This is an optimization exercise on Yosys and OpenROAD, whose aim is small area, not a production implementation.
At most, simulation tests tie the RTL to the original design; equivalence was not proved.
Only the layout flow was run in runs 2 and 6; the RTL was not checked for function there.
No activity file was given, so power comes from the tool's default toggle rates.

--- design/flow/flow/run.sh ---
#!/bin/bash
# Standard layout, with the port buffers made from the smallest buffer cell
# and no dummy loads added to the clock tree.
set -euo pipefail
bash standard.sh \
  BUFFER_PORTS_ARGS="-buffer_cell sky130_fd_sc_hd__buf_1" \
  CTS_ARGS="-sink_clustering_enable -repair_clock_nets -buf_list sky130_fd_sc_hd__clkbuf_8 -dont_use_dummy_load" \
  finish > flow.log 2>&1
--- design/flow/standard.sh ---
#!/bin/bash
# synth_recipe.tcl (not shown) runs the flow's synth.tcl, then flattens the netlist and writes it again
# the make line also repeats each setting of config.mk as NAME=value (left out here)
make -C /OpenROAD-flow-scripts/flow DESIGN_CONFIG=/design/flow/config.mk WORK_HOME=/design/flow/orfs CLKGATE_MAP_FILE= SYNTH_SCRIPT=/design/flow/synth_recipe.tcl "${@:-finish}"
--- design/flow/config.mk ---
export PLATFORM = sky130hd
export DESIGN_NAME = float_multiply
export DESIGN_NICKNAME = float_multiply
export VERILOG_FILES = /design/flow/design.v
export SDC_FILE = /design/flow/constraint.sdc
export NUM_CORES = 4
export LEC_CHECK = 0
export CAP_MARGIN = 20
export CORE_MARGIN = 2
export CORE_UTILIZATION = 50
export CTS_BUF_LIST = sky130_fd_sc_hd__clkbuf_8
export SLEW_MARGIN = 20
export SYNTH_HIERARCHICAL = 1
--- design/flow/constraint.sdc ---
create_clock -name core_clock -period 10.0 [get_ports {clk}]
set_input_delay 2.0000 -clock core_clock [delete_from_list [all_inputs] [get_ports {clk}]]
set_output_delay 2.0000 -clock core_clock [all_outputs]
set_load 0.01 [all_outputs]
--- design/flow/design.v ---
module fa (a, b, c, s, co);
input a, b, c;
output s, co;
assign s = a ^ b ^ c;
assign co = (a & b) | (a & c) | (b & c);
endmodule
module ha (a, b, s, co);
input a, b;
output s, co;
assign s = a ^ b;
assign co = a & b;
endmodule
module float_multiply (clk, reset, IN1, IN2, OUT);
input clk, reset;
input [31:0] IN1, IN2;
output [31:0] OUT;
reg [31:0] X1;
reg [31:0] X2;
reg [2:0]  stage;
reg [28:0] acc;     
reg [0:0]  cf;      
wire changed = (IN1 != X1) || (IN2 != X2);
wire st0 = (stage == 3'd0);
wire st7 = (stage == 3'd7);
wire [22:0] fa_m = (IN1[22:0] & {23{st0}}) | (X1[22:0] & {23{~st0}});
reg [4:0] win;
always @(*) begin
    case (stage)
        3'd0: win = {IN2[1:0], 3'b000};
        3'd1: win = X2[5:1];
        3'd2: win = X2[9:5];
        3'd3: win = X2[13:9];
        3'd4: win = X2[17:13];
        3'd5: win = X2[21:17];
        default: win = {3'b001, X2[22:21]};
    endcase
end
wire one0 = win[0] ^ win[1];
wire two0 = (win[2] & ~win[1] & ~win[0]) | (~win[2] & win[1] & win[0]);
wire neg0 = win[2] & ~(win[1] & win[0]);
wire one1 = win[2] ^ win[3];
wire two1 = (win[4] & ~win[3] & ~win[2]) | (~win[4] & win[3] & win[2]);
wire neg1 = win[4] & ~(win[3] & win[2]);
wire [23:0] m0 = {1'b1, X1[22:0]};
wire [23:0] m1 = {1'b1, fa_m};
wire [25:0] e0 = {neg0, {m0 ^ {24{neg0}}}, neg0};    
wire [25:0] e1 = {neg1, {m1 ^ {24{neg1}}}, neg1};
wire [24:0] pp0 = ({25{one0}} & e0[25:1]) | ({25{two0}} & e0[24:0]);
wire [24:0] pp1 = ({25{one1}} & e1[25:1]) | ({25{two1}} & e1[24:0]);
wire [24:0] A = acc[28:4] & {25{~st0}};
wire [0:0] cfg = cf & {1{~st0}};
wire nA24 = ~A[24];
wire nneg0 = ~neg0;
wire nneg1 = ~neg1;
wire npp1_24 = ~pp1[24];
wire fs0;
wire fc0;
wire fs1;
wire fc1;
wire fs2;
wire fc2;
wire fs3;
wire fc3;
wire fs4;
wire fc4;
wire fs5;
wire fc5;
wire fs6;
wire fc6;
wire fs7;
wire fc7;
wire fs8;
wire fc8;
wire fs9;
wire fc9;
wire fs10;
wire fc10;
wire fs11;
wire fc11;
wire fs12;
wire fc12;
wire fs13;
wire fc13;
wire fs14;
wire fc14;
wire fs15;
wire fc15;
wire fs16;
wire fc16;
wire fs17;
wire fc17;
wire fs18;
wire fc18;
wire fs19;
wire fc19;
wire fs20;
wire fc20;
wire fs21;
wire fc21;
wire fs22;
wire fc22;
wire fs23;
wire fc23;
wire fs24;
wire fc24;
wire fs25;
wire fc25;
wire fs26;
wire fc26;
wire fs27;
wire fc27;
wire hs0;
wire hc0;
wire fs28;
wire fc28;
wire fs29;
wire fc29;
wire hs1;
wire hc1;
wire fs30;
wire fc30;
wire fs31;
wire fc31;
wire hs2;
wire hc2;
wire fs32;
wire fc32;
wire fs33;
wire fc33;
wire hs3;
wire hc3;
wire fs34;
wire fc34;
wire fs35;
wire fc35;
wire fs36;
wire fc36;
wire fs37;
wire fc37;
wire fs38;
wire fc38;
wire fs39;
wire fc39;
wire fs40;
wire fc40;
wire fs41;
wire fc41;
wire fs42;
wire fc42;
wire fs43;
wire fc43;
wire fs44;
wire fc44;
wire fs45;
wire fc45;
wire fs46;
wire fc46;
wire fs47;
wire fc47;
wire fs48;
wire fc48;
wire fs49;
wire fc49;
wire fs50;
wire fc50;
wire fs51;
wire fc51;
fa u_fa0 (.a(A[0]), .b(neg0), .c(pp0[0]), .s(fs0), .co(fc0));
fa u_fa1 (.a(A[1]), .b(pp0[1]), .c(fc0), .s(fs1), .co(fc1));
fa u_fa2 (.a(A[2]), .b(neg1), .c(pp0[2]), .s(fs2), .co(fc2));
fa u_fa3 (.a(pp1[0]), .b(fs2), .c(fc1), .s(fs3), .co(fc3));
fa u_fa4 (.a(A[3]), .b(pp0[3]), .c(pp1[1]), .s(fs4), .co(fc4));
fa u_fa5 (.a(fc2), .b(fs4), .c(fc3), .s(fs5), .co(fc5));
fa u_fa6 (.a(A[4]), .b(pp0[4]), .c(pp1[2]), .s(fs6), .co(fc6));
fa u_fa7 (.a(fc4), .b(fs6), .c(fc5), .s(fs7), .co(fc7));
fa u_fa8 (.a(A[5]), .b(pp0[5]), .c(pp1[3]), .s(fs8), .co(fc8));
fa u_fa9 (.a(fc6), .b(fs8), .c(fc7), .s(fs9), .co(fc9));
fa u_fa10 (.a(A[6]), .b(pp0[6]), .c(pp1[4]), .s(fs10), .co(fc10));
fa u_fa11 (.a(fc8), .b(fs10), .c(fc9), .s(fs11), .co(fc11));
fa u_fa12 (.a(A[7]), .b(pp0[7]), .c(pp1[5]), .s(fs12), .co(fc12));
fa u_fa13 (.a(fc10), .b(fs12), .c(fc11), .s(fs13), .co(fc13));
fa u_fa14 (.a(A[8]), .b(pp0[8]), .c(pp1[6]), .s(fs14), .co(fc14));
fa u_fa15 (.a(fc12), .b(fs14), .c(fc13), .s(fs15), .co(fc15));
fa u_fa16 (.a(A[9]), .b(pp0[9]), .c(pp1[7]), .s(fs16), .co(fc16));
fa u_fa17 (.a(fc14), .b(fs16), .c(fc15), .s(fs17), .co(fc17));
fa u_fa18 (.a(A[10]), .b(pp0[10]), .c(pp1[8]), .s(fs18), .co(fc18));
fa u_fa19 (.a(fc16), .b(fs18), .c(fc17), .s(fs19), .co(fc19));
fa u_fa20 (.a(A[11]), .b(pp0[11]), .c(pp1[9]), .s(fs20), .co(fc20));
fa u_fa21 (.a(fc18), .b(fs20), .c(fc19), .s(fs21), .co(fc21));
fa u_fa22 (.a(A[12]), .b(pp0[12]), .c(pp1[10]), .s(fs22), .co(fc22));
fa u_fa23 (.a(fc20), .b(fs22), .c(fc21), .s(fs23), .co(fc23));
fa u_fa24 (.a(A[13]), .b(pp0[13]), .c(pp1[11]), .s(fs24), .co(fc24));
fa u_fa25 (.a(fc22), .b(fs24), .c(fc23), .s(fs25), .co(fc25));
fa u_fa26 (.a(A[14]), .b(cfg[0]), .c(pp0[14]), .s(fs26), .co(fc26));
fa u_fa27 (.a(pp1[12]), .b(fc24), .c(fs26), .s(fs27), .co(fc27));
ha u_ha0 (.a(fs27), .b(fc25), .s(hs0), .co(hc0));
fa u_fa28 (.a(A[15]), .b(pp0[15]), .c(pp1[13]), .s(fs28), .co(fc28));
fa u_fa29 (.a(fc26), .b(fs28), .c(fc27), .s(fs29), .co(fc29));
ha u_ha1 (.a(fs29), .b(hc0), .s(hs1), .co(hc1));
fa u_fa30 (.a(A[16]), .b(pp0[16]), .c(pp1[14]), .s(fs30), .co(fc30));
fa u_fa31 (.a(fc28), .b(fs30), .c(fc29), .s(fs31), .co(fc31));
ha u_ha2 (.a(fs31), .b(hc1), .s(hs2), .co(hc2));
fa u_fa32 (.a(A[17]), .b(pp0[17]), .c(pp1[15]), .s(fs32), .co(fc32));
fa u_fa33 (.a(fc30), .b(fs32), .c(fc31), .s(fs33), .co(fc33));
ha u_ha3 (.a(fs33), .b(hc2), .s(hs3), .co(hc3));
fa u_fa34 (.a(A[18]), .b(pp0[18]), .c(pp1[16]), .s(fs34), .co(fc34));
fa u_fa35 (.a(fc32), .b(fs34), .c(fc33), .s(fs35), .co(fc35));
fa u_fa36 (.a(A[19]), .b(pp0[19]), .c(pp1[17]), .s(fs36), .co(fc36));
fa u_fa37 (.a(fc34), .b(fs36), .c(fc35), .s(fs37), .co(fc37));
fa u_fa38 (.a(A[20]), .b(pp0[20]), .c(pp1[18]), .s(fs38), .co(fc38));
fa u_fa39 (.a(fc36), .b(fs38), .c(fc37), .s(fs39), .co(fc39));
fa u_fa40 (.a(A[21]), .b(pp0[21]), .c(pp1[19]), .s(fs40), .co(fc40));
fa u_fa41 (.a(fc38), .b(fs40), .c(fc39), .s(fs41), .co(fc41));
fa u_fa42 (.a(A[22]), .b(pp0[22]), .c(pp1[20]), .s(fs42), .co(fc42));
fa u_fa43 (.a(fc40), .b(fs42), .c(fc41), .s(fs43), .co(fc43));
fa u_fa44 (.a(A[23]), .b(pp0[23]), .c(pp1[21]), .s(fs44), .co(fc44));
fa u_fa45 (.a(fc42), .b(fs44), .c(fc43), .s(fs45), .co(fc45));
fa u_fa46 (.a(A[24]), .b(pp0[24]), .c(pp1[22]), .s(fs46), .co(fc46));
fa u_fa47 (.a(fc44), .b(fs46), .c(fc45), .s(fs47), .co(fc47));
fa u_fa48 (.a(nA24), .b(nneg0), .c(pp1[23]), .s(fs48), .co(fc48));
fa u_fa49 (.a(fc46), .b(fs48), .c(fc47), .s(fs49), .co(fc49));
fa u_fa50 (.a(npp1_24), .b(fc48), .c(fc49), .s(fs50), .co(fc50));
fa u_fa51 (.a(nneg1), .b(pp1[24]), .c(fc50), .s(fs51), .co(fc51));
wire [28:0] sum = {
    ~(fc51),
    fs51,
    fs50,
    fs49,
    fs47,
    fs45,
    fs43,
    fs41,
    fs39,
    fs37,
    fs35,
    hs3,
    hs2,
    hs1,
    hs0,
    fs25,
    fs23,
    fs21,
    fs19,
    fs17,
    fs15,
    fs13,
    fs11,
    fs9,
    fs7,
    fs5,
    fs3,
    fs1,
    fs0};
wire [0:0] cf_n = {hc3};
always @(posedge clk) begin
    if (reset || (st7 && changed))
        stage <= 3'd0;
    else if (!st7)
        stage <= stage + 3'd1;
    X1 <= {X1[31:23], fa_m};
    if (st0) begin
        X1[31:23] <= IN1[31:23];
        X2 <= IN2;
    end
    if (!st7) begin
        acc <= sum;
        cf <= cf_n;
    end
end
wire tc_in18 = 1'b0;
wire tc_out18 = (acc[18] & cf[0]) | ((acc[18] | cf[0]) & tc_in18);
wire p47 = acc[25] ^ (tc_out18 & (&acc[24:19]));
wire np47 = ~p47;
wire [25:0] u;
wire [26:0] uc;
ha u_t0 (.a(acc[0]), .b(np47), .s(u[0]), .co(uc[1]));
fa u_t1 (.a(acc[1]), .b(p47), .c(uc[1]), .s(u[1]), .co(uc[2]));
ha u_t2 (.a(acc[2]), .b(uc[2]), .s(u[2]), .co(uc[3]));
ha u_t3 (.a(acc[3]), .b(uc[3]), .s(u[3]), .co(uc[4]));
ha u_t4 (.a(acc[4]), .b(uc[4]), .s(u[4]), .co(uc[5]));
ha u_t5 (.a(acc[5]), .b(uc[5]), .s(u[5]), .co(uc[6]));
ha u_t6 (.a(acc[6]), .b(uc[6]), .s(u[6]), .co(uc[7]));
ha u_t7 (.a(acc[7]), .b(uc[7]), .s(u[7]), .co(uc[8]));
ha u_t8 (.a(acc[8]), .b(uc[8]), .s(u[8]), .co(uc[9]));
ha u_t9 (.a(acc[9]), .b(uc[9]), .s(u[9]), .co(uc[10]));
ha u_t10 (.a(acc[10]), .b(uc[10]), .s(u[10]), .co(uc[11]));
ha u_t11 (.a(acc[11]), .b(uc[11]), .s(u[11]), .co(uc[12]));
ha u_t12 (.a(acc[12]), .b(uc[12]), .s(u[12]), .co(uc[13]));
ha u_t13 (.a(acc[13]), .b(uc[13]), .s(u[13]), .co(uc[14]));
ha u_t14 (.a(acc[14]), .b(uc[14]), .s(u[14]), .co(uc[15]));
ha u_t15 (.a(acc[15]), .b(uc[15]), .s(u[15]), .co(uc[16]));
ha u_t16 (.a(acc[16]), .b(uc[16]), .s(u[16]), .co(uc[17]));
ha u_t17 (.a(acc[17]), .b(uc[17]), .s(u[17]), .co(uc[18]));
fa u_t18 (.a(acc[18]), .b(cf[0]), .c(uc[18]), .s(u[18]), .co(uc[19]));
ha u_t19 (.a(acc[19]), .b(uc[19]), .s(u[19]), .co(uc[20]));
ha u_t20 (.a(acc[20]), .b(uc[20]), .s(u[20]), .co(uc[21]));
ha u_t21 (.a(acc[21]), .b(uc[21]), .s(u[21]), .co(uc[22]));
ha u_t22 (.a(acc[22]), .b(uc[22]), .s(u[22]), .co(uc[23]));
ha u_t23 (.a(acc[23]), .b(uc[23]), .s(u[23]), .co(uc[24]));
ha u_t24 (.a(acc[24]), .b(uc[24]), .s(u[24]), .co(uc[25]));
ha u_t25 (.a(acc[25]), .b(uc[25]), .s(u[25]), .co(uc[26]));
wire [22:0] frac = p47 ? u[24:2] : u[23:1];
wire [7:0] ex = X1[30:23];
wire [7:0] ey = X2[30:23];
wire [7:0] es;
wire [8:0] ec;
assign ec[0] = p47;
fa u_e0 (.a(ex[0]), .b(ey[0]), .c(ec[0]), .s(es[0]), .co(ec[1]));
fa u_e1 (.a(ex[1]), .b(ey[1]), .c(ec[1]), .s(es[1]), .co(ec[2]));
fa u_e2 (.a(ex[2]), .b(ey[2]), .c(ec[2]), .s(es[2]), .co(ec[3]));
fa u_e3 (.a(ex[3]), .b(ey[3]), .c(ec[3]), .s(es[3]), .co(ec[4]));
fa u_e4 (.a(ex[4]), .b(ey[4]), .c(ec[4]), .s(es[4]), .co(ec[5]));
fa u_e5 (.a(ex[5]), .b(ey[5]), .c(ec[5]), .s(es[5]), .co(ec[6]));
fa u_e6 (.a(ex[6]), .b(ey[6]), .c(ec[6]), .s(es[6]), .co(ec[7]));
fa u_e7 (.a(ex[7]), .b(ey[7]), .c(ec[7]), .s(es[7]), .co(ec[8]));
wire [7:0] ei;
wire [8:0] eic;
assign eic[0] = 1'b1;
ha u_ei0 (.a(es[0]), .b(eic[0]), .s(ei[0]), .co(eic[1]));
ha u_ei1 (.a(es[1]), .b(eic[1]), .s(ei[1]), .co(eic[2]));
ha u_ei2 (.a(es[2]), .b(eic[2]), .s(ei[2]), .co(eic[3]));
ha u_ei3 (.a(es[3]), .b(eic[3]), .s(ei[3]), .co(eic[4]));
ha u_ei4 (.a(es[4]), .b(eic[4]), .s(ei[4]), .co(eic[5]));
ha u_ei5 (.a(es[5]), .b(eic[5]), .s(ei[5]), .co(eic[6]));
ha u_ei6 (.a(es[6]), .b(eic[6]), .s(ei[6]), .co(eic[7]));
ha u_ei7 (.a(es[7]), .b(eic[7]), .s(ei[7]), .co(eic[8]));
wire [7:0] expo = {~ei[7], ei[6:0]};
wire zero = (X1[30:0] == 31'd0) || (X2[30:0] == 31'd0);
assign OUT = (st7 && !zero) ? {X1[31] ^ X2[31], expo, frac} : 32'd0;
endmodule
==> qor.csv, run 1 <==
stage;metric;value;unit
cells_and_area;Multi-input gate area;4650;um2
logic_synthesis;EDFF count, synth;71;
cells_and_area;ant diodes;0;
die;Boundary Pins;98;
clock_tree;CTS tree;built;
die;die area;16000;um2
cells_and_area;fin cells;883;
place;Post-DP Area;8030;um2
clock_tree;CTS resizes;0;
critical_path;critical path class;reg -> reg;
logic_synthesis;synth unique cells;53;
die;Die Span X;127;um
drt;vias per inst;5.84;
logic_synthesis;number of synthesized register bits;97;
drt;DR vias;5153;
critical_path;CP endpoint kind;flip-flop;
logic_synthesis;Netlist Area Pre-Place;7510;um2
timing;Final Max Tran Viols;0;
flow_run;Max-Cap Viols;0;
timing;Finish-stage setup viols;0;
outcome;status;finished clean;
worst_hold_path;Hold WC Path Type;reg -> reg;
cells_and_area;number of fill cells;1275;
timing;skew final;0.0294;ns
drt;Pre-antenna DRT Iters;5;
power;Pleak;3.25;nW
drt;Remaining DRCs;0;
timing;minimum clock period;9.43;ns
worst_hold_path;HP Start;stage[1];
drt;Final ANT Viol Nets;0;
global_route;largest net degree at the start of global routing;38;
critical_path;RR Startpoint;stage[0];
die;Die Y-Extent;127;um
clock_tree;hold_buf cts;0;
place;port buffer count;97;
cells_and_area;FF+latch area;2650;um2
timing;worst slew pin tran;1.02;ns
timing;setup repair after global routing missed its margin;no;
die;initial cell density of the core;51.5;%
logic_synthesis;Post-synth ARST share;0;%
logic_synthesis;largest cells by area after synthesis;edfxtp_1, fa_1, xor2_1;
timing;relative slew slack;32.1;%
cells_and_area;Final Cell Area;8150;um2
global_route;first-pass GRT wire length;29500;um
drt;drt wl/cell;21.3;um
drt;starting DRC count in detailed routing;354;
global_route;global-route usage over all layers;24.5;%
clock_tree;Setup Fix Bufs, Post-CTS;0;
cells_and_area;nets;872;
logic_synthesis;Primary FF master, synth;edfxtp_1;
critical_path;Critical path origin;stage[0];
cells_and_area;Area Overhead vs Synth;8.58;%
place;dpl cells;874;
clock_tree;clk buf depth;2;
clock_tree;Num CTS Buffers;9;
logic_synthesis;most common cell in the netlist;xor2_1;
critical_path;WP data arrival;9.57;ns
clock_tree;Sink Count;97;
logic_synthesis;top post-synthesis cells by count;xor2_1, edfxtp_1, fa_1;
timing;Fmax;0.106;GHz
drt;metal3 WL;1230;um
logic_synthesis;syn_nets;782;
power;pwr/cell area;304;nW/um2
logic_synthesis;top-area cell type share of the netlist area;28.4;%
die;Core ar.;14600;um2
clock_tree;root buf cell;clkbuf_8;
timing;Final Hold Vio Count;0;
place;RD Place Congestion;0.903;
global_route;GRT overflow;0;
critical_path;Max FO, Critical Path;25;
critical_path;type of origin of the critical path;flip-flop;
critical_path;WP data required;10.14;ns
power;Peak VDD IR;219;uV
clock_tree;Reg clk slew, reported paths;0.09;ns
logic_synthesis;Yosys top cell by area;edfxtp_1;
cells_and_area;share of cells above drive strength 1;8.30;%
clock_tree;latest clock arrival within the worst-skew pair;0.39;ns
timing;setup TNS;0;ns
logic_synthesis;Synth Instances;611;
clock_tree;H-tree depth reported by CTS;3;
drt;Metal-1 WL;8770;um
logic_synthesis;Ys Warns;7;
place;HPWL after DPL;15000;um
cells_and_area;fin util;55.9;%
drt;final wirelength;18800;um
die;Site Rows;44;
drt;met2 wire length;8550;um
logic_synthesis;Seq/Total Area, Yosys;35.3;%
timing;Tcrit/Tclk final;94.3;%
global_route;number of global-route vias before repair;5289;
drt;DR top layer;met4;
critical_path;Most common cell on crit path;fa_1;
critical_path;CP peak stage delay;0.48;ns
critical_path;Slowest-stage cell, CP;ha_1;
logic_synthesis;Mapped Avg Cell Area;12.3;um2
global_route;antenna violations before repair;0;
[cells in the final DEF (no fill, tap or decap), types with 2 or more instances in the layout]
master    synthesis  final
ha_1             43     43
a22o_1           22     22
a22oi_1           3      3
edfxtp_1         71     71
nand4_1          10     10
fa_1             62     62
buf_1             2     97
a221oi_1          3      3
nor4_1           31     31
a21o_1            2      2
nor2_1           33     33
nand3_1           3      3
buf_4             2     11
a222oi_1          2      2
and2b_4           1      2
nor2b_1          25     25
o22ai_1          23     23
mux2_2           25     25
clkbuf_8          0      9
mux2i_1          25     25
nor3_1            4      4
a21oi_1           7      7
inv_1            12     12
xnor2_1          27     26
dfxtp_1          26     26
nand2_1           7      7
and3_1            7      7
xor2_1           86     86
[final cells by class]
class	instances	share of cell area, %
inverter	13	0.629
multi-input combinational	472	57.0
tap	184	2.82
clock buffer	9	1.52
sequential	97	32.5
timing repair buffer	108	5.48
[worst max-delay path: cells and delay by family (launching register included)]
| family | cells | cell delay, ns |
|---|---|---|
| fa+ha+maj | 20 | 7.05 |
| compound gates | 4 | 0.94 |
| flops | 1 | 0.35 |
| buf+inv | 2 | 0.30 |
| xor+xnor | 1 | 0.29 |
| simple gates | 1 | 0.22 |
[modules after synthesis, one instance, submodules excluded]
module          copies in the design  cell area [um2]  cells
fa                                62             20.0      1
ha                                35             12.5      1
float_multiply                     1             5830    514
[state kept, by name, summed over array words and instances (netlist names)]
signal / count
cf: 1
X1: 32
X2: 32
acc: 29
stage: 3
[path summary, 6_finish.rpt]
path,endpoint,slack (ns),depth (start not counted)
worst max register to register,acc[17],0.57,28
worst max-delay path,acc[17],0.57,28
worst min register to register,stage[1],0.55,2
worst min-delay path,stage[1],0.55,2
[stage by stage]
step	hold WS, ns	total power, mW	setup WS, ns
6_report	0.552	2.48	0.569
5_1_grt	0.583	2.72	0.165
4_1_cts	0.561	2.50	0.551
3_5_place_dp	0.547	2.28	0.348
3_3_place_gp	0.515	2.25	0.430
2_1_floorplan	0.490	1.84	0.598
[kinds of logic after synthesis]
family,share of synthesized area [%]
adder cells (fa/ha/maj),23.7
flip-flops,35.3
AND/OR/NAND/NOR,9.68
other,0.0500
AO/OA/AOI/OAI,7.43
XOR/XNOR,13.2
buffers and inverters,2.88
multiplexers,7.73
[layer usage]
metal | global-route usage, % | vias up
met3 | 5.36 | 16
met1 | 35.7 | 2592
met5 | 0 | -
met2 | 37.5 | 155
li1 | - | 2390
met4 | 6.08 | 0
[power breakdown]
| part | leakage, nW | switching [mW] | internal, mW |
|---|---|---|---|
| clock | 0.0647 | 0.135 | 0.0812 |
| combinational | 2.25 | 0.804 | 0.686 |
| sequential | 0.941 | 0.0980 | 0.672 |
==> run 2: changes to the inputs <==
--- a/design/flow/design.v
+++ b/design/flow/design.v
@@ -12,2 +12,19 @@
 endmodule
+module neq64 (a, b, y);
+input [63:0] a, b;
+output y;
+assign y = (a != b);
+endmodule
+module isz31 (a, y);
+input [30:0] a;
+output y;
+assign y = (a == 31'd0);
+endmodule
+module brow (one, two, neg, m, pp);
+input one, two, neg;
+input [22:0] m;
+output [24:0] pp;
+wire [25:0] e = {neg, {{1'b1, m} ^ {24{neg}}}, neg};
+assign pp = ({25{one}} & e[25:1]) | ({25{two}} & e[24:0]);
+endmodule
 module float_multiply (clk, reset, IN1, IN2, OUT);
@@ -21,3 +38,4 @@
 reg [0:0]  cf;      
-wire changed = (IN1 != X1) || (IN2 != X2);
+wire changed;
+neq64 u_cmp (.a({IN2, IN1}), .b({X2, X1}), .y(changed));
 wire st0 = (stage == 3'd0);
@@ -45,6 +63,5 @@
 wire [23:0] m1 = {1'b1, fa_m};
-wire [25:0] e0 = {neg0, {m0 ^ {24{neg0}}}, neg0};    
-wire [25:0] e1 = {neg1, {m1 ^ {24{neg1}}}, neg1};
-wire [24:0] pp0 = ({25{one0}} & e0[25:1]) | ({25{two0}} & e0[24:0]);
-wire [24:0] pp1 = ({25{one1}} & e1[25:1]) | ({25{two1}} & e1[24:0]);
+wire [24:0] pp0, pp1;
+brow u_row0 (.one(one0), .two(two0), .neg(neg0), .m(X1[22:0]), .pp(pp0));
+brow u_row1 (.one(one1), .two(two1), .neg(neg1), .m(fa_m), .pp(pp1));
 wire [24:0] A = acc[28:4] & {25{~st0}};
@@ -275,4 +292,7 @@
 wire [26:0] uc;
-ha u_t0 (.a(acc[0]), .b(np47), .s(u[0]), .co(uc[1]));
+assign u[0] = 1'b0;   
+assign uc[1] = acc[0] & np47;
 fa u_t1 (.a(acc[1]), .b(p47), .c(uc[1]), .s(u[1]), .co(uc[2]));
+assign u[25] = 1'b0;   
+assign uc[26:25] = 2'b00;
 ha u_t2 (.a(acc[2]), .b(uc[2]), .s(u[2]), .co(uc[3]));
@@ -299,4 +319,3 @@
 ha u_t23 (.a(acc[23]), .b(uc[23]), .s(u[23]), .co(uc[24]));
-ha u_t24 (.a(acc[24]), .b(uc[24]), .s(u[24]), .co(uc[25]));
-ha u_t25 (.a(acc[25]), .b(uc[25]), .s(u[25]), .co(uc[26]));
+assign u[24] = acc[24] ^ uc[24];
 wire [22:0] frac = p47 ? u[24:2] : u[23:1];
@@ -317,4 +336,6 @@
 wire [8:0] eic;
+assign ei[0] = ~es[0];
+assign eic[1] = es[0];
 assign eic[0] = 1'b1;
-ha u_ei0 (.a(es[0]), .b(eic[0]), .s(ei[0]), .co(eic[1]));
+assign eic[8] = 1'b0;
 ha u_ei1 (.a(es[1]), .b(eic[1]), .s(ei[1]), .co(eic[2]));
@@ -325,5 +346,8 @@
 ha u_ei6 (.a(es[6]), .b(eic[6]), .s(ei[6]), .co(eic[7]));
-ha u_ei7 (.a(es[7]), .b(eic[7]), .s(ei[7]), .co(eic[8]));
+assign ei[7] = es[7] ^ eic[7];
 wire [7:0] expo = {~ei[7], ei[6:0]};
-wire zero = (X1[30:0] == 31'd0) || (X2[30:0] == 31'd0);
+wire za, zb;
+isz31 u_za (.a(X1[30:0]), .y(za));
+isz31 u_zb (.a(X2[30:0]), .y(zb));
+wire zero = za | zb;
 assign OUT = (st7 && !zero) ? {X1[31] ^ X2[31], expo, frac} : 32'd0;
==> run 2 against run 1 <==
Maximum frequency grew 0.72%. Die area shrank 0.58%. Highest routed layer unchanged. Wire length shrank 5.5%. Final area shrank 0.60%. Non-clock buffer count grew 4. Critical endpoint is now acc[27].
==> qor.csv, run 2 <==
stage;metric;value;unit
outcome;status;finished clean;
power;final total power;2.49;mW
power;Pleak;3.15;nW
clock_tree;root buf cell;clkbuf_8;
clock_tree;H-tree depth reported by CTS;3;
power;power share of the clock group;8.6;%
logic_synthesis;Primary FF master, synth;edfxtp_1;
global_route;GRT overflow;0;
place;port buffer count;97;
timing;minimum clock period;9.36;ns
power;Int Power;1.46;mW
cells_and_area;ant diodes;0;
power;Peak VDD IR;105;uV
logic_synthesis;syn_nets;768;
logic_synthesis;top-area cell type share of the netlist area;28.6;%
logic_synthesis;Ys Warns;7;
critical_path;type of origin of the critical path;input pin;
drt;Pre-antenna DRT Iters;4;
drt;drt wl/cell;20.3;um
clock_tree;Sink Count;97;
logic_synthesis;top post-synthesis cells by count;edfxtp_1, xnor2_1, fa_1;
critical_path;CP endpoint kind;flip-flop;
die;Die Y-Extent;126;um
critical_path;WP data arrival;9.49;ns
die;initial cell density of the core;51.3;%
cells_and_area;nets;860;
drt;vias per inst;5.70;
logic_synthesis;largest cells by area after synthesis;edfxtp_1, fa_1, xnor2_1;
timing;Fmax;0.107;GHz
timing;setup repair after global routing missed its margin;no;
cells_and_area;Multi-input gate area;4580;um2
critical_path;Worst R2R Setup Slack;0.68;ns
logic_synthesis;EDFF count, synth;71;
place;HPWL after DPL;14500;um
die;die area;15900;um2
cells_and_area;fin util;55.8;%
cells_and_area;commonest non-fill, non-tap cell in the layout;buf_1;
logic_synthesis;number of synthesized register bits;97;
global_route;global-route usage over all layers;23.5;%
drt;Remaining DRCs;0;
worst_hold_path;Hold WC Path Type;reg -> reg;
place;dpl cells;867;
clock_tree;hold_buf cts;0;
drt;starting DRC count in detailed routing;279;
global_route;antenna violations before repair;0;
drt;final wirelength;17800;um
critical_path;Max FO, Critical Path;4;
cells_and_area;FF+latch area;2650;um2
die;Boundary Pins;98;
logic_synthesis;Post-synth ARST share;0;%
die;Die Span X;126;um
clock_tree;clk buf depth;2;
timing;worst slew pin tran;0.989;ns
timing;Final Max Tran Viols;0;
power;Sequential Power Share;31.1;%
logic_synthesis;Synth Instances;602;
cells_and_area;Area Overhead vs Synth;8.58;%
logic_synthesis;Netlist Area Pre-Place;7460;um2
timing;Finish-stage setup viols;0;
power;NetSw;1.03;mW
logic_synthesis;Seq/Total Area, Yosys;35.5;%
power;Switching Share;41.3;%
clock_tree;CTS tree;built;
timing;skew final;0.0157;ns
clock_tree;latest clock arrival within the worst-skew pair;0.38;ns
timing;Tcrit/Tclk final;93.6;%
clock_tree;Num CTS Buffers;9;
cells_and_area;commonest cells after routing, fill and taps aside;buf_1, edfxtp_1, xnor2_1;
critical_path;worst-path cell chain;buf_1 -> a222oi_1 -> o21ai_1 -> o21ai_1 -> inv_1 -> xor2_1 -> a22o_1 -> fa_1 -> fa_1 -> fa_1 -> fa_1 -> fa_1 -> fa_1 -> fa_1 -> fa_1 -> fa_1 -> fa_1 -> fa_1 -> fa_1 -> fa_1 -> fa_1 -> fa_1;
drt;Final ANT Viol Nets;0;
cells_and_area;Top Registers;X1: 32 flops, X2: 32 flops, acc: 29 flops;
global_route;number of global-route vias before repair;5216;
global_route;first-pass GRT wire length;28700;um
die;Site Rows;44;
cells_and_area;number of fill cells;1303;
cells_and_area;fin cells;876;
critical_path;Most common cell on crit path;fa_1;
critical_path;WP data required;10.13;ns
clock_tree;CTS resizes;0;
clock_tree;Reg clk slew, reported paths;0.09;ns
timing;Final Hold Vio Count;0;
power;combinational fraction of design power;60.2;%
critical_path;Slowest-stage cell, CP;fa_1;
place;RD Place Congestion;0.898;
timing;setup TNS;0;ns
logic_synthesis;Mapped Avg Cell Area;12.4;um2
critical_path;critical path class;in -> reg;
flow_run;Max-Cap Viols;0;
critical_path;CP peak stage delay;0.43;ns
die;Core ar.;14500;um2
logic_synthesis;most common cell in the netlist;edfxtp_1;
logic_synthesis;Yosys top cell by area;edfxtp_1;
cells_and_area;share of cells above drive strength 1;6.07;%
power;pwr/cell area;307;nW/um2
logic_synthesis;synth unique cells;45;
clock_tree;Setup Fix Bufs, Post-CTS;0;
drt;DR vias;4989;
global_route;largest net degree at the start of global routing;42;
timing;relative slew slack;34.1;%
[run 2: per-module statistics from Yosys, one instance, submodules excluded]
module,cells inside,copies in the design,flops+latches
float_multiply,284,1,97
neq64,85,1,0
brow,59,2,0
isz31,11,2,0
fa,1,62,0
ha,1,31,0
[run 2: cells by family (layout without fill, tap and decap cells)]
logic type / Yosys count / after routing / share of synthesized area, %
AO/OA/AOI/OAI: 72 / 72 / 8.03
AND/OR/NAND/NOR: 126 / 126 / 9.24
XOR/XNOR: 115 / 115 / 13.6
adder cells (fa/ha/maj): 100 / 100 / 23.0
buffers and inverters: 42 / 132 / 3.32
flip-flops: 97 / 97 / 35.5
multiplexers: 50 / 50 / 7.26
[run 2: per-stage QoR]
| stage | area, um2 | setup slack [ns] | hold slack, ns |
|---|---|---|---|
| finish | 8100 | 0.637 | 0.627 |
| global route | 8100 | 0.331 | 0.648 |
| CTS | 8100 | 0.662 | 0.629 |
| detailed placement | 7980 | 0.258 | 0.608 |
| global placement | 7980 | 0.355 | 0.592 |
| floorplan | 7460 | 0.607 | 0.567 |
[run 2: worst paths after layout]
| path | startpoint | to | cells after the start |
|---|---|---|---|
| min reg2reg | X1[10] | X1[10] | 1 |
| min | X1[10] | X1[10] | 1 |
| max reg2reg | stage[2] | acc[17] | 27 |
| max | IN2[1] | acc[27] | 22 |
[run 2: area by class of cell]
| class | instances | area share (%) |
|---|---|---|
| clock buffers | 9 | 1.53 |
| inverters | 11 | 0.510 |
| multi-input cells | 463 | 56.5 |
| flip-flops and latches | 97 | 32.7 |
| well taps | 184 | 2.84 |
| repair buffers | 112 | 5.88 |
[run 2: critical path: cells and delay by family]
kind	cells	cell delay, ns
xor gates and xnor gates	1	0.21
AOI/OAI and AO/OA	4	1.04
adders and majority gates	15	5.94
buffers and inverters	2	0.30
[run 2: power groups by stage]
stage	Sequential (mW)	Combinational, mW	Clock (mW)
finish	0.773	1.50	0.215
global route	0.790	1.70	0.232
global placement	0.779	1.45	0
CTS	0.776	1.51	0.218
detailed placement	0.783	1.50	0
floorplan	0.743	1.11	0
[run 2: routing by layer]
layer | vias up | track usage [%] | part of all wire (%)
li1 | 2358 | - | -
met1 | 2456 | 31.4 | 43
met2 | 152 | 38.7 | 49
met3 | 23 | 4.33 | 5.5
met4 | 0 | 7.95 | 2.1
met5 | - | 0 | 0
==> run 3: changes to the inputs <==
--- a/design/flow/design.v
+++ b/design/flow/design.v
@@ -29,2 +29,8 @@
 endmodule
+module ao22x23 (a, sa, b, sb, y);
+input [22:0] a, b;
+input sa, sb;
+output [22:0] y;
+assign y = (a & {23{sa}}) | (b & {23{sb}});
+endmodule
 module float_multiply (clk, reset, IN1, IN2, OUT);
@@ -42,3 +48,4 @@
 wire st7 = (stage == 3'd7);
-wire [22:0] fa_m = (IN1[22:0] & {23{st0}}) | (X1[22:0] & {23{~st0}});
+wire [22:0] fa_m;
+ao22x23 u_fam (.a(IN1[22:0]), .sa(st0), .b(X1[22:0]), .sb(~st0), .y(fa_m));
 reg [4:0] win;
@@ -320,3 +327,5 @@
 assign u[24] = acc[24] ^ uc[24];
-wire [22:0] frac = p47 ? u[24:2] : u[23:1];
+wire g = st7 & ~zero;
+wire [22:0] frac_g;
+ao22x23 u_frac (.a(u[24:2]), .sa(g & p47), .b(u[23:1]), .sb(g & ~p47), .y(frac_g));
 wire [7:0] ex = X1[30:23];
@@ -352,3 +361,3 @@
 wire zero = za | zb;
-assign OUT = (st7 && !zero) ? {X1[31] ^ X2[31], expo, frac} : 32'd0;
+assign OUT = {g & (X1[31] ^ X2[31]), expo & {8{g}}, frac_g};
 endmodule
--- a/design/flow/config.mk
+++ b/design/flow/config.mk
@@ -9,3 +9,3 @@
 export CORE_MARGIN = 2
-export CORE_UTILIZATION = 50
+export CORE_UTILIZATION = 65
 export CTS_BUF_LIST = sky130_fd_sc_hd__clkbuf_8
==> run 3 against run 2 <==
Still clean on timing, DRC and antenna. Sequential share of layout area up 0.98 points. Final area decreased by 2.9%. Clock skew down 0.0024 ns. Power shrank 7.6%. Non-clock buffer count shrank 3. Setup slack worse by 0.24 ns. First-iteration DRC count increased by 30%. Clock power is 5% lower. Area after synthesis decreased by 1.2%. Final cell count shrank 7.4%. Wire length is 7.1% lower. Combinational power decreased by 12%. Critical endpoint unchanged. Highest routed layer unchanged.
==> qor.csv, run 3 <==
stage;metric;value;unit
drt;drt wl/cell;20.4;um
critical_path;Most common cell on crit path;fa_1;
critical_path;reg2reg end;acc[27];
clock_tree;Setup Fix Bufs, Post-CTS;0;
critical_path;WP data arrival;9.72;ns
die;initial cell density of the core;67.4;%
clock_tree;root buf cell;clkbuf_8;
timing;relative slew slack;39.7;%
place;RD Place Congestion;0.944;
place;port buffer count;97;
logic_synthesis;synth unique cells;41;
die;die area;12200;um2
critical_path;CP top delay family;adder cells;
die;Boundary Pins;98;
clock_tree;hold_buf cts;0;
clock_tree;Num CTS Buffers;9;
critical_path;CP endpoint kind;flip-flop;
global_route;antenna violations before repair;0;
worst_hold_path;hold endpoint;X1[1];
die;Die Span X;111;um
drt;Remaining DRCs;0;
drt;vias per inst;6.13;
critical_path;type of origin of the critical path;flip-flop;
timing;setup TNS;0;ns
cells_and_area;share of cells above drive strength 1;5.96;%
power;final total power;2.30;mW
worst_hold_path;Hold WC Path Type;reg -> reg;
logic_synthesis;top post-synthesis cells by count;a22o_1, edfxtp_1, xnor2_1;
global_route;first-pass GRT wire length;26900;um
logic_synthesis;Synth Instances;583;
cells_and_area;Top Registers;X1: 32 flops, X2: 32 flops, acc: 29 flops;
critical_path;CP peak stage delay;0.61;ns
drt;Final ANT Viol Nets;0;
logic_synthesis;Primary FF master, synth;edfxtp_1;
power;NetSw;0.927;mW
critical_path;Max FO, Critical Path;17;
cells_and_area;number of fill cells;823;
critical_path;Worst Path Buf+Inv;3;
logic_synthesis;Post-synth ARST share;0;%
critical_path;critical path class;reg -> reg;
place;HPWL after DPL;13400;um
timing;Final Hold Vio Count;0;
power;Pleak;3.06;nW
critical_path;Worst R2R Setup Slack;0.40;ns
logic_synthesis;largest cells by area after synthesis;edfxtp_1, fa_1, a22o_1;
timing;Finish-stage setup viols;0;
clock_tree;Reg clk slew, reported paths;0.09;ns
timing;Fmax;0.104;GHz
timing;Tcrit/Tclk final;96.0;%
timing;setup repair after global routing missed its margin;no;
drt;final wirelength;16500;um
clock_tree;clk buf depth;2;
power;power share of the clock group;8.9;%
logic_synthesis;most common cell in the netlist;a22o_1;
timing;minimum clock period;9.60;ns
place;Post-DP Area;7740;um2
drt;DR vias;4971;
clock_tree;CTS resizes;0;
power;Switching Share;40.3;%
logic_synthesis;syn_nets;749;
global_route;largest net degree at the start of global routing;51;
global_route;global-route usage over all layers;28.1;%
clock_tree;Sink Count;97;
global_route;number of global-route vias before repair;5201;
drt;starting DRC count in detailed routing;363;
timing;skew final;0.0133;ns
global_route;GRT overflow;0;
critical_path;RR Startpoint;stage[2];
cells_and_area;commonest cells after routing, fill and taps aside;buf_1, a22o_1, edfxtp_1;
drt;Pre-antenna DRT Iters;6;
timing;Final Max Tran Viols;0;
cells_and_area;Multi-input gate area;4420;um2
logic_synthesis;Seq/Total Area, Yosys;36.0;%
critical_path;WP data required;10.12;ns
logic_synthesis;EDFF count, synth;71;
flow_run;Max-Cap Viols;0;
cells_and_area;commonest non-fill, non-tap cell in the layout;buf_1;
critical_path;R2R cell count;27;
die;Die Y-Extent;111;um
logic_synthesis;Yosys top cell by area;edfxtp_1;
clock_tree;H-tree depth reported by CTS;3;
power;pwr/cell area;292;nW/um2
outcome;status;finished clean;
logic_synthesis;top-area cell type share of the netlist area;28.9;%
cells_and_area;Final Cell Area;7870;um2
timing;worst slew pin tran;0.901;ns
clock_tree;latest clock arrival within the worst-skew pair;0.37;ns
power;combinational fraction of design power;57.6;%
cells_and_area;nets;839;
logic_synthesis;number of synthesized register bits;97;
power;Int Power;1.37;mW
cells_and_area;FF+latch area;2650;um2
cells_and_area;Area Overhead vs Synth;6.70;%
power;Peak VDD IR;140;uV
logic_synthesis;Mapped Avg Cell Area;12.6;um2
cells_and_area;ant diodes;0;
critical_path;Slowest-stage cell, CP;dfxtp_1;
worst_hold_path;hold depth;1;
die;Core ar.;10900;um2
clock_tree;CTS tree;built;
power;Sequential Power Share;33.5;%
logic_synthesis;Ys Warns;7;
worst_hold_path;HP Start;X1[1];
logic_synthesis;Netlist Area Pre-Place;7370;um2
die;Site Rows;38;
-- run 3: changes by cell type after synthesis, sizes merged, moves of 3 or more --
cell,before,now
nand3,5,1
buf,14,20
mux2,27,4
clkbuf,17,10
nand2,8,11
mux2i,23,1
nor2,32,11
a22o,46,95
or2,1,4
-- run 3: power by group through the flow --
stage	logic, mW	registers (mW)	clock network, mW
after floorplan	1.04	0.743	0
after CTS	1.34	0.769	0.209
final	1.32	0.769	0.205
after global routing	1.53	0.785	0.221
after detailed placement	1.34	0.776	0
after global placement	1.27	0.772	0
-- run 3: layer usage --
metal	part of all wire, %	global-route usage [%]	vias to the layer above
met2	48	47.1	200
met3	5.4	3.18	42
met1	42	36.6	2399
li1	-	-	2330
met4	4.3	13.9	0
met5	0	0	-
-- run 3: cell families (layout without fill, tap and decap cells) --
logic type / after synthesis / in the layout / share of synthesized area, %
DFF: 97 / 97 / 36.0
and+or+nand+nor: 111 / 111 / 8.84
adders and majority gates: 100 / 100 / 23.3
buffers and inverters: 40 / 128 / 4.07
AOI/OAI and AO/OA: 115 / 115 / 13.4
xor gates and xnor gates: 115 / 115 / 13.7
muxes: 5 / 5 / 0.747
-- run 3: how the worst max path moves through the flow --
stage	from	end	slack (ns)	cells past startpoint
floorplan	IN2[0]	acc[27]	0.64	23
global placement	IN2[0]	acc[27]	0.41	22
detailed placement	IN2[0]	acc[27]	0.27	22
CTS	stage[2]	acc[17]	0.45	28
global route	stage[2]	acc[27]	0.03	27
finish	stage[2]	acc[27]	0.40	27
-- run 3: cell type report --
type,count,area share [%]
Multi-Input combinational cell,446,56.2
Sequential cell,97,33.7
Timing Repair Buffer,109,5.77
Tap cell,140,2.23
Clock buffer,9,1.57
Inverter,10,0.477
-- run 3: through the flow --
| stage | instances | util [%] | setup slack [ns] | hold slack [ns] |
|---|---|---|---|---|
| final | 811 | 71.9 | 0.396 | 0.623 |
| after CTS | 811 | 71.9 | 0.454 | 0.628 |
| after floorplan | 583 | - | 0.644 | 0.558 |
| after global placement | 802 | 70.8 | 0.412 | 0.589 |
| after detailed placement | 802 | 70.8 | 0.266 | 0.605 |
| after global routing | 811 | 71.9 | 0.0326 | 0.651 |
-- run 3: worst reg2reg max path, stage by stage (launching register included) --
cell and delay [ns]:
dfxtp_1 0.61, inv_1 0.16, ha_1 0.31, or3_1 0.43
or2_4 0.27, nor2_1 0.10, a31oi_1 0.09, ha_1 0.24
or2_1 0.29, inv_1 0.15, buf_4 0.28, xor2_1 0.23
a22o_1 0.19, fa_1 0.44, fa_1 0.40, fa_1 0.40
fa_1 0.39, fa_1 0.40, fa_1 0.39, fa_1 0.42
fa_1 0.41, fa_1 0.39, fa_1 0.39, fa_1 0.40
fa_1 0.39, fa_1 0.38, fa_1 0.39, fa_1 0.43
-- run 3: modules after synthesis (local to each module, per instance) --
module / flip-flops and latches / cell area (um2) / times used
float_multiply: 97 / 3400 / 1
neq64: 0 / 692 / 1
brow: 0 / 507 / 2
ao22x23: 0 / 250 / 2
isz31: 0 / 71.3 / 2
fa: 0 / 20.0 / 62
ha: 0 / 12.5 / 31
==> run 4: changes to the inputs <==
--- a/design/flow/config.mk
+++ b/design/flow/config.mk
@@ -9,3 +9,3 @@
 export CORE_MARGIN = 2
-export CORE_UTILIZATION = 65
+export CORE_UTILIZATION = 50
 export CTS_BUF_LIST = sky130_fd_sc_hd__clkbuf_8
==> run 4 against run 3 <==
Wire length increased by 4.3%. Combinational power about the same. Worst hold slack improved by 0.0042 ns. Setup slack improved by 0.16 ns. Final cell count increased by 5.7%. Via count decreased by 0.62%. Sequential power about the same. Count of clock-buffer cells in the layout unchanged. Final area increased by 0.89%. Still clean. Largest power group unchanged.
==> qor.csv, run 4 <==
stage;metric;value;unit
clock_tree;Sink Count;97;
timing;worst slew pin tran;0.622;ns
worst_hold_path;Hold WC Path Type;reg -> reg;
place;RD Place Congestion;0.930;
drt;DR vias;4940;
power;power share of the clock group;9.1;%
critical_path;CP peak stage delay;0.42;ns
logic_synthesis;top post-synthesis cells by count;a22o_1, edfxtp_1, xnor2_1;
logic_synthesis;Post-synth ARST share;0;%
drt;Remaining DRCs;0;
die;Site Rows;44;
die;Boundary Pins;98;
clock_tree;CTS resizes;0;
cells_and_area;fin cells;857;
power;Sequential Power Share;33.5;%
critical_path;CP top delay family;adder cells;
logic_synthesis;syn_nets;749;
power;Int Power;1.37;mW
critical_path;Most common cell on crit path;fa_1;
logic_synthesis;number of synthesized register bits;97;
logic_synthesis;largest cells by area after synthesis;edfxtp_1, fa_1, a22o_1;
die;Core ar.;14500;um2
clock_tree;root buf cell;clkbuf_8;
logic_synthesis;Post-Synth Simple-Gate Area;8.84;%
logic_synthesis;EDFF count, synth;71;
clock_tree;latest clock arrival within the worst-skew pair;0.38;ns
drt;starting DRC count in detailed routing;246;
clock_tree;Setup Fix Bufs, Post-CTS;0;
drt;drt wl/cell;20.1;um
power;NetSw;0.927;mW
place;Post-DP Area;7810;um2
critical_path;Max FO, Critical Path;7;
critical_path;critical path class;reg -> reg;
logic_synthesis;top-area cell type share of the netlist area;28.9;%
die;die area;15700;um2
critical_path;WP data required;10.14;ns
logic_synthesis;post-synthesis compound-gate area fraction;13.4;%
timing;Finish-stage setup viols;0;
critical_path;Worst Path Buf+Inv;1;
die;Die Y-Extent;125;um
cells_and_area;Area Overhead vs Synth;7.65;%
timing;Fmax;0.106;GHz
power;Peak VDD IR;107;uV
logic_synthesis;Mapped Avg Cell Area;12.6;um2
cells_and_area;Final Cell Area;7940;um2
timing;Min Hold Slack;0.627;ns
place;pre-CTS setup slack;0.298;ns
power;combinational fraction of design power;57.4;%
critical_path;type of origin of the critical path;flip-flop;
critical_path;Slowest-stage cell, CP;or3_1;
drt;final wirelength;17200;um
power;Switching Share;40.3;%
cells_and_area;commonest non-fill, non-tap cell in the layout;buf_1;
timing;Final Hold Vio Count;0;
timing;relative slew slack;58.4;%
place;port buffer count;97;
clock_tree;clk buf depth;2;
logic_synthesis;Post-Synth Adder-Cell Area;23.3;%
logic_synthesis;most common cell in the netlist;a22o_1;
outcome;status;finished clean;
cells_and_area;commonest cells after routing, fill and taps aside;buf_1, a22o_1, edfxtp_1;
clock_tree;CTS tree;built;
global_route;largest net degree at the start of global routing;50;
clock_tree;Reg clk slew, reported paths;0.10;ns
timing;Tcrit/Tclk final;94.4;%
global_route;number of global-route vias before repair;5166;
drt;Final ANT Viol Nets;0;
logic_synthesis;xor/xnor share of the synthesized area;13.7;%
cells_and_area;ant diodes;0;
cells_and_area;Multi-input gate area;4420;um2
global_route;global-route usage over all layers;22.9;%
power;pwr/cell area;289;nW/um2
power;Pleak;3.07;nW
logic_synthesis;Synth Instances;583;
global_route;GRT overflow;0;
timing;setup repair after global routing missed its margin;no;
logic_synthesis;synth unique cells;41;
critical_path;CP endpoint kind;flip-flop;
critical_path;WP data arrival;9.59;ns
cells_and_area;FF+latch area;2650;um2
cells_and_area;Top Registers;X1: 32 flops, X2: 32 flops, acc: 29 flops;
logic_synthesis;Netlist Area Pre-Place;7370;um2
timing;skew final;0.0257;ns
flow_run;Max-Cap Viols;0;
drt;vias per inst;5.76;
global_route;first-pass GRT wire length;27900;um
global_route;antenna violations before repair;0;
logic_synthesis;Seq/Total Area, Yosys;36.0;%
clock_tree;H-tree depth reported by CTS;3;
place;HPWL after DPL;14200;um
clock_tree;hold_buf cts;0;
logic_synthesis;main combinational cell family by area after synthesis;adder cells;
cells_and_area;nets;841;
timing;minimum clock period;9.44;ns
die;Die Span X;125;um
logic_synthesis;Ys Warns;7;
logic_synthesis;Yosys top cell by area;edfxtp_1;
clock_tree;Num CTS Buffers;9;
logic_synthesis;mux contribution to synthesized area;0.747;%
logic_synthesis;Primary FF master, synth;edfxtp_1;
place;dpl cells;848;
die;initial cell density of the core;50.9;%
timing;final setup margin;0.558;ns
cells_and_area;share of cells above drive strength 1;6.24;%
drt;Pre-antenna DRT Iters;6;
cells_and_area;number of fill cells;1306;
timing;setup TNS;0;ns
timing;Final Max Tran Viols;0;
==> run 4: final cells by class <==
type,instances,share of cell area (%)
tap,184,2.90
clock buffer,9,1.56
multi-input combinational,446,55.7
sequential,97,33.4
timing repair buffer,111,5.91
inverter,10,0.473
==> run 4: Yosys stat by module, one instance, submodules excluded <==
module          area, um2  copies in the design
float_multiply       3400                     1
neq64                 692                     1
brow                  507                     2
ao22x23               250                     2
isz31                71.3                     2
fa                   20.0                    62
ha                   12.5                    31
==> run 4: routing by layer <==
metal	vias up	GRT usage [%]	wire length [um]	part of all wire (%)
met1	2412	29.6	7440	43
li1	2338	-	-	-
met5	-	0	0	0
met3	31	3.29	867	5.0
met4	0	10.8	636	3.7
met2	159	38.1	8290	48
==> run 4: kinds of logic after synthesis <==
logic type      Yosys count
compound gates          115
xor+xnor                115
fa+ha+maj               100
buf+inv                  40
flops                    97
mux                       5
simple gates            111
==> run 4: path summary, 6_finish.rpt <==
path            start      end  slack (ns)  depth (start not counted)
min reg2reg    X1[15]   X1[15]        0.63                          1
max reg2reg  stage[0]  acc[17]        0.56                         28
min            X1[15]   X1[15]        0.63                          1
max          stage[0]  acc[17]        0.56                         28
==> run 4: power by group through the flow <==
stage	Sequential [mW]	Combinational, mW	Clock, mW
after floorplan	0.743	1.04	0
after global placement	0.778	1.31	0
after detailed placement	0.781	1.35	0
after CTS	0.773	1.35	0.218
after global routing	0.788	1.55	0.228
final	0.770	1.32	0.210
==> run 4: per-stage QoR <==
step           total power, mW  util [%]
3_3_place_gp              2.09      54.0
4_1_cts                   2.34      54.8
2_1_floorplan             1.79         -
3_5_place_dp              2.13      54.0
6_report                  2.30      54.8
5_1_grt                   2.57      54.8
==> run 5: changes to the inputs <==
--- a/design/flow/design.v
+++ b/design/flow/design.v
@@ -35,2 +35,7 @@
 endmodule
+module ao22s (a, sa, b, sb, y);
+input a, sa, b, sb;
+output y;
+assign y = (a & sa) | (b & sb);
+endmodule
 module float_multiply (clk, reset, IN1, IN2, OUT);
@@ -278,2 +283,12 @@
 wire [0:0] cf_n = {hc3};
+wire [40:0] xin = {IN2, IN1[31:23]};
+wire [40:0] xold = {X2, X1[31:23]};
+wire nst0 = ~st0;
+wire [40:0] xd;
+genvar gi;
+generate
+    for (gi = 0; gi < 41; gi = gi + 1) begin : g_xd
+        ao22s u_xd (.a(xin[gi]), .sa(st0), .b(xold[gi]), .sb(nst0), .y(xd[gi]));
+    end
+endgenerate
 always @(posedge clk) begin
@@ -283,7 +298,4 @@
         stage <= stage + 3'd1;
-    X1 <= {X1[31:23], fa_m};
-    if (st0) begin
-        X1[31:23] <= IN1[31:23];
-        X2 <= IN2;
-    end
+    X1 <= {xd[8:0], fa_m};
+    X2 <= xd[40:9];
     if (!st7) begin
==> run 5 against run 4 <==
Sequential share of layout area down 5.0 points. Critical path depth unchanged. Die area down 0.68%. Sequential power up 2.9%. Synthesized cell count up 7.0%. Wire length up 4.1%. Sequential cell count unchanged. Register-to-register slack worse by 0.16 ns. Area after synthesis down 0.70%. Final cell count up 4.7%. Critical endpoint unchanged. Global-route usage up 0.81 points.
==> qor.csv, run 5 <==
stage;metric;value;unit
outcome;status;finished clean;
die;Die Span X;125;um
place;dpl cells;888;
logic_synthesis;Yosys top cell by area;dfxtp_1;
timing;minimum clock period;9.60;ns
clock_tree;hold_buf cts;0;
cells_and_area;Area Overhead vs Synth;7.64;%
die;die area;15600;um2
place;RD Place Congestion;0.889;
critical_path;R2R cell count;28;
global_route;antenna violations before repair;0;
critical_path;WP data arrival;9.75;ns
critical_path;critical path class;reg -> reg;
timing;relative slew slack;48.2;%
logic_synthesis;top post-synthesis cells by count;a22o_1, dfxtp_1, xnor2_1;
critical_path;RR Startpoint;stage[2];
timing;skew final;0.0187;ns
timing;Fmax;0.104;GHz
clock_tree;Setup Fix Bufs, Post-CTS;0;
critical_path;WP data required;10.14;ns
cells_and_area;number of fill cells;1356;
logic_synthesis;Mapped Avg Cell Area;11.7;um2
worst_hold_path;HP Start;X2[0];
timing;Final Max Tran Viols;0;
logic_synthesis;largest cells by area after synthesis;dfxtp_1, fa_1, a22o_1;
clock_tree;Reg clk slew, reported paths;0.09;ns
drt;Final ANT Viol Nets;0;
clock_tree;clk buf depth;2;
cells_and_area;Top Registers;X1: 32 flops, X2: 32 flops, acc: 29 flops;
worst_hold_path;hold depth;1;
logic_synthesis;top-area cell type share of the netlist area;18.3;%
critical_path;Max FO, Critical Path;12;
critical_path;Slowest-stage cell, CP;dfxtp_1;
critical_path;Critical path origin;stage[2];
timing;Finish-stage setup viols;0;
logic_synthesis;Primary FF master, synth;dfxtp_1;
timing;Tcrit/Tclk final;96.0;%
cells_and_area;commonest cells after routing, fill and taps aside;a22o_1, buf_1, dfxtp_1;
power;final total power;2.47;mW
place;HPWL after DPL;14600;um
timing;worst slew pin tran;0.775;ns
logic_synthesis;Seq/Total Area, Yosys;30.6;%
die;Boundary Pins;98;
drt;starting DRC count in detailed routing;300;
critical_path;CP endpoint kind;flip-flop;
drt;drt wl/cell;20.0;um
flow_run;Max-Cap Viols;0;
critical_path;reg2reg end;acc[17];
logic_synthesis;Synth Instances;624;
global_route;first-pass GRT wire length;28900;um
timing;Final Hold Vio Count;0;
die;Site Rows;44;
logic_synthesis;synth unique cells;41;
die;Die Y-Extent;125;um
logic_synthesis;EDFF count, synth;30;
die;initial cell density of the core;50.8;%
timing;setup TNS;0;ns
cells_and_area;ant diodes;0;
power;Peak VDD IR;92.1;uV
global_route;largest net degree at the start of global routing;41;
clock_tree;CTS resizes;0;
logic_synthesis;most common cell in the netlist;a22o_1;
cells_and_area;share of cells above drive strength 1;5.89;%
clock_tree;CTS tree;built;
global_route;global-route usage over all layers;23.7;%
drt;vias per inst;5.83;
global_route;GRT overflow;0;
logic_synthesis;Netlist Area Pre-Place;7320;um2
logic_synthesis;syn_nets;790;
worst_hold_path;Hold WC Path Type;reg -> reg;
clock_tree;latest clock arrival within the worst-skew pair;0.38;ns
drt;final wirelength;17900;um
logic_synthesis;Ys Warns;7;
clock_tree;root buf cell;clkbuf_8;
timing;setup repair after global routing missed its margin;no;
critical_path;type of origin of the critical path;flip-flop;
die;Core ar.;14400;um2
clock_tree;Sink Count;97;
place;port buffer count;97;
drt;DR vias;5230;
critical_path;Most common cell on crit path;fa_1;
logic_synthesis;Post-synth ARST share;0;%
drt;Pre-antenna DRT Iters;6;
clock_tree;H-tree depth reported by CTS;3;
global_route;number of global-route vias before repair;5322;
cells_and_area;commonest non-fill, non-tap cell in the layout;a22o_1;
cells_and_area;fin cells;897;
power;pwr/cell area;313;nW/um2
critical_path;CP peak stage delay;0.57;ns
clock_tree;Num CTS Buffers;9;
critical_path;Worst R2R Setup Slack;0.40;ns
power;Pleak;3.18;nW
cells_and_area;nets;881;
logic_synthesis;number of synthesized register bits;97;
worst_hold_path;hold endpoint;X2[0];
drt;Remaining DRCs;0;
-- run 5: changes by cell type in the layout (fill, tap and decap cells not counted), sizes merged --
cell and delta:
a22o +41, dfxtp +41, edfxtp -41, buf -1
-- run 5: how the worst max path moves through the flow --
stage | endpoint | cells after the start
2_1_floorplan | acc[27] | 24
3_3_place_gp | acc[27] | 22
3_5_place_dp | acc[27] | 22
4_1_cts | acc[17] | 28
5_1_grt | acc[17] | 28
6_report | acc[17] | 28
-- run 5: cell families after synthesis --
| family | after synthesis | share of synthesized area, % |
|---|---|---|
| mux | 5 | 0.752 |
| xor+xnor | 115 | 13.8 |
| simple gates | 111 | 8.90 |
| fa+ha+maj | 100 | 23.4 |
| compound gates | 156 | 18.4 |
| flops | 97 | 30.6 |
| buf+inv | 40 | 4.10 |
-- run 5: cell type report --
cell class / instances / area [um2] / area share (%)
Multi-Input combinational cell: 487 / 4790 / 60.7
Sequential cell: 97 / 2240 / 28.4
Timing Repair Buffer: 110 / 462 / 5.86
Tap cell: 184 / 230 / 2.92
Clock buffer: 9 / 124 / 1.57
Inverter: 10 / 37.5 / 0.476
-- run 5: power breakdown --
| part | internal (mW) | total, mW | switching, mW |
|---|---|---|---|
| clock | 0.0810 | 0.210 | 0.129 |
| combinational | 0.690 | 1.46 | 0.773 |
| sequential | 0.660 | 0.792 | 0.132 |
| total | 1.43 | 2.47 | 1.03 |
-- run 5: Yosys stat by module, one instance, submodules excluded --
module,cell area (um2),times used
ao22s,8.76,41
ao22x23,250,2
brow,507,2
fa,20.0,62
float_multiply,2990,1
ha,12.5,31
isz31,71.3,2
neq64,692,1
-- run 5: per-stage QoR --
step           worst slack, ns  area, um2  util (%)  hold slack (ns)
6_report                 0.395       7880      54.6            0.552
2_1_floorplan           0.0773       7320         -            0.486
5_1_grt                 0.0450       7880      54.6            0.573
3_5_place_dp             0.313       7760      53.8            0.524
3_3_place_gp             0.396       7760      53.8            0.514
4_1_cts                  0.441       7880      54.6            0.550
-- run 5: worst max-delay path, delay by kind of cell, from the launching register on --
family | cells | cell delay (ns)
fa+ha+maj | 20 | 6.88
simple gates | 3 | 0.90
flops | 1 | 0.57
compound gates | 2 | 0.54
buf+inv | 3 | 0.46
-- run 5: metal layers --
metal	routed length, um	track usage, %	vias to the layer above
li1	-	-	2494
met1	7850	30.9	2575
met2	8780	39.9	133
met3	763	3.47	28
met4	535	9.61	0
met5	0	0	-
==> run 6: changes to the inputs <==
--- a/design/flow/design.v
+++ b/design/flow/design.v
@@ -285,4 +285,8 @@
 wire [40:0] xold = {X2, X1[31:23]};
+wire [29:0] anew = {cf_n, sum};
+wire [29:0] aold = {cf, acc};
 wire nst0 = ~st0;
+wire nst7 = ~st7;
 wire [40:0] xd;
+wire [29:0] ad;
 genvar gi;
@@ -292,2 +296,5 @@
     end
+    for (gi = 0; gi < 30; gi = gi + 1) begin : g_ad
+        ao22s u_ad (.a(anew[gi]), .sa(nst7), .b(aold[gi]), .sb(st7), .y(ad[gi]));
+    end
 endgenerate
@@ -300,6 +307,4 @@
     X2 <= xd[40:9];
-    if (!st7) begin
-        acc <= sum;
-        cf <= cf_n;
-    end
+    acc <= ad[28:0];
+    cf <= ad[29:29];
 end
==> run 6 against run 5 <==
Setup slack improved by 0.15 ns. First-iteration DRC count rose by 3.0%. Largest cell class unchanged. Combinational power rose by 33%. Die area fell by 0.54%. Maximum frequency rose by 1.6%. Area after synthesis fell by 0.56%. Critical endpoint is now acc[17]. Register-to-register slack improved by 0.15 ns. Count of clock-buffer cells in the layout did not move. Still clean on timing, DRC and antenna. Sequential share of layout area fell by 3.9 points. Critical path depth rose by 1. Clock skew rose by 0.0062 ns. Sequential power fell by 12%.
==> qor.csv, run 6 <==
stage;metric;value;unit
outcome;status;finished clean;
place;HPWL after DPL;15100;um
critical_path;CP top delay family;adder cells;
cells_and_area;fin cells;934;
die;Die Y-Extent;125;um
drt;drt wl/cell;20.0;um
worst_hold_path;Hold WC Path Type;reg -> reg;
timing;Fmax;0.106;GHz
die;Site Rows;44;
critical_path;CP peak stage delay;0.41;ns
drt;vias per inst;5.84;
cells_and_area;Top Registers;X1: 32 flops, X2: 32 flops, acc: 29 flops;
clock_tree;hold_buf cts;0;
place;dpl cells;925;
timing;relative slew slack;56.3;%
logic_synthesis;Yosys top cell by area;dfxtp_1;
logic_synthesis;Ys Warns;7;
critical_path;R2R cell count;29;
critical_path;type of origin of the critical path;flip-flop;
drt;Pre-antenna DRT Iters;5;
cells_and_area;number of fill cells;1331;
logic_synthesis;most common cell in the netlist;a22o_1;
drt;starting DRC count in detailed routing;309;
critical_path;RR Startpoint;stage[0];
global_route;first-pass GRT wire length;30500;um
drt;final wirelength;18600;um
logic_synthesis;EDFF count, synth;0;
die;die area;15500;um2
critical_path;WP data required;10.28;ns
die;Boundary Pins;98;
clock_tree;Reg clk slew, reported paths;0.10;ns
critical_path;WP data arrival;9.73;ns
timing;Tcrit/Tclk final;94.5;%
critical_path;Max FO, Critical Path;6;
logic_synthesis;Seq/Total Area, Yosys;26.7;%
logic_synthesis;Primary FF master, synth;dfxtp_1;
logic_synthesis;Post-synth ARST share;0;%
cells_and_area;Multi-input gate area;5050;um2
power;pwr/cell area;361;nW/um2
place;port buffer count;97;
place;RD Place Congestion;0.911;
timing;skew final;0.0249;ns
critical_path;Slowest-stage cell, CP;fa_1;
clock_tree;CTS resizes;0;
logic_synthesis;number of synthesized register bits;97;
drt;Remaining DRCs;0;
critical_path;Worst R2R Setup Slack;0.55;ns
cells_and_area;share of cells above drive strength 1;6.40;%
die;Core ar.;14400;um2
logic_synthesis;top post-synthesis cells by count;a22o_1, dfxtp_1, xnor2_1;
logic_synthesis;top-area cell type share of the netlist area;26.7;%
timing;Final Hold Vio Count;0;
timing;Finish-stage setup viols;0;
critical_path;CP endpoint kind;flip-flop;
clock_tree;H-tree depth reported by CTS;3;
clock_tree;Num CTS Buffers;9;
timing;worst slew pin tran;0.654;ns
logic_synthesis;Synth Instances;654;
cells_and_area;Area Overhead vs Synth;8.44;%
worst_hold_path;HP Start;acc[27];
logic_synthesis;Mapped Avg Cell Area;11.1;um2
cells_and_area;ant diodes;0;
power;Pleak;3.25;nW
cells_and_area;commonest cells after routing, fill and taps aside;a22o_1, dfxtp_1, buf_1;
power;Peak VDD IR;127;uV
critical_path;critical path class;reg -> reg;
logic_synthesis;Netlist Area Pre-Place;7280;um2
global_route;GRT overflow;0;
critical_path;reg2reg end;acc[17];
logic_synthesis;syn_nets;820;
cells_and_area;FF+latch area;1940;um2
cells_and_area;commonest non-fill, non-tap cell in the layout;a22o_1;
timing;setup repair after global routing missed its margin;no;
clock_tree;latest clock arrival within the worst-skew pair;0.38;ns
worst_hold_path;hold depth;1;
timing;Min Hold Slack;0.481;ns
die;initial cell density of the core;50.7;%
critical_path;Most common cell on crit path;fa_1;
logic_synthesis;synth unique cells;39;
critical_path;Worst path depth;29;
timing;Final Max Tran Viols;0;
logic_synthesis;largest cells by area after synthesis;dfxtp_1, a22o_1, fa_1;
die;Die Span X;125;um
global_route;antenna violations before repair;0;
timing;setup TNS;0;ns
timing;minimum clock period;9.45;ns
global_route;largest net degree at the start of global routing;49;
clock_tree;root buf cell;clkbuf_8;
worst_hold_path;hold endpoint;acc[27];
clock_tree;Setup Fix Bufs, Post-CTS;0;
global_route;number of global-route vias before repair;5560;
clock_tree;clk buf depth;2;
drt;DR vias;5454;
global_route;global-route usage over all layers;24.7;%
clock_tree;CTS tree;built;
critical_path;Worst Path Buf+Inv;1;
clock_tree;Sink Count;97;
cells_and_area;nets;918;
drt;Final ANT Viol Nets;0;
flow_run;Max-Cap Viols;0;
[run 6: worst register-to-register path: cells and delay by family (launching register included)]
family	cells	cell delay (ns)
AOI/OAI and AO/OA	3	0.78
and+or+nand+nor	3	0.81
xor gates and xnor gates	1	0.20
DFF	1	0.34
adders and majority gates	21	7.06
buffers and inverters	1	0.17
[run 6: worst max path at each step]
stage               endpoint  slack, ns     start
global route         acc[27]       0.19  stage[0]
finish               acc[17]       0.55  stage[0]
floorplan            acc[27]       0.03  stage[0]
global placement     acc[27]       0.26    IN2[1]
detailed placement   acc[27]       0.22    IN2[1]
CTS                  acc[17]       0.54  stage[0]
[run 6: final cells by class]
| class | count | share of cell area (%) |
|---|---|---|
| well taps | 184 | 2.92 |
| repair buffers | 116 | 6.42 |
| inverters | 11 | 0.523 |
| clock buffers | 9 | 1.57 |
| flip-flops and latches | 97 | 24.6 |
| multi-input cells | 517 | 64.0 |
[run 6: cell families (layout without fill, tap and decap cells)]
group | count (synthesis) | after routing | synth area share, %
xor+xnor | 115 | 115 | 13.8
fa+ha+maj | 100 | 100 | 23.6
compound gates | 185 | 185 | 22.0
mux | 6 | 6 | 0.911
buf+inv | 40 | 136 | 4.11
flops | 97 | 97 | 26.7
simple gates | 111 | 111 | 8.88
[run 6: routing by layer]
| layer | track usage [%] | vias to the layer above | part of all wire (%) |
|---|---|---|---|
| li1 | - | 2640 | - |
| met5 | 0 | - | 0 |
| met3 | 3.52 | 19 | 5.3 |
| met4 | 6.68 | 0 | 1.4 |
| met1 | 32.8 | 2662 | 44 |
| met2 | 42.2 | 133 | 50 |
[run 6: where the power goes]
part	internal, mW	switching [mW]	total (mW)	leakage [nW]
Sequential	0.547	0.151	0.699	0.816
Combinational	1.05	0.888	1.94	2.37
Clock	0.0811	0.130	0.211	0.0647
[run 6: metrics by stage]
step	total power, mW	setup WS [ns]	utilization, %	cell area [um2]
floorplan	2.21	0.0267	-	7280
global placement	2.62	0.259	54.1	7770
detailed placement	2.66	0.223	54.1	7770
CTS	2.88	0.540	54.9	7900
global route	3.16	0.186	54.9	7900
finish	2.85	0.549	54.9	7900
[run 6: modules after synthesis, one instance, submodules excluded]
module          cells  flip-flops and latches
ao22s               1                       0
ao22x23            27                       0
brow               59                       0
fa                  1                       0
float_multiply    211                      97
ha                  1                       0
isz31              11                       0
neq64              85                       0

Re-timed with assumed drivers on the ports (clkbuf_16 on the clock, buf_2 on other inputs), run 6 has 0.549 ns of setup slack against 0.549 ns with ideal ports, and 0.226 ns once port delays also move by the mid clock arrival of 0.404 ns.
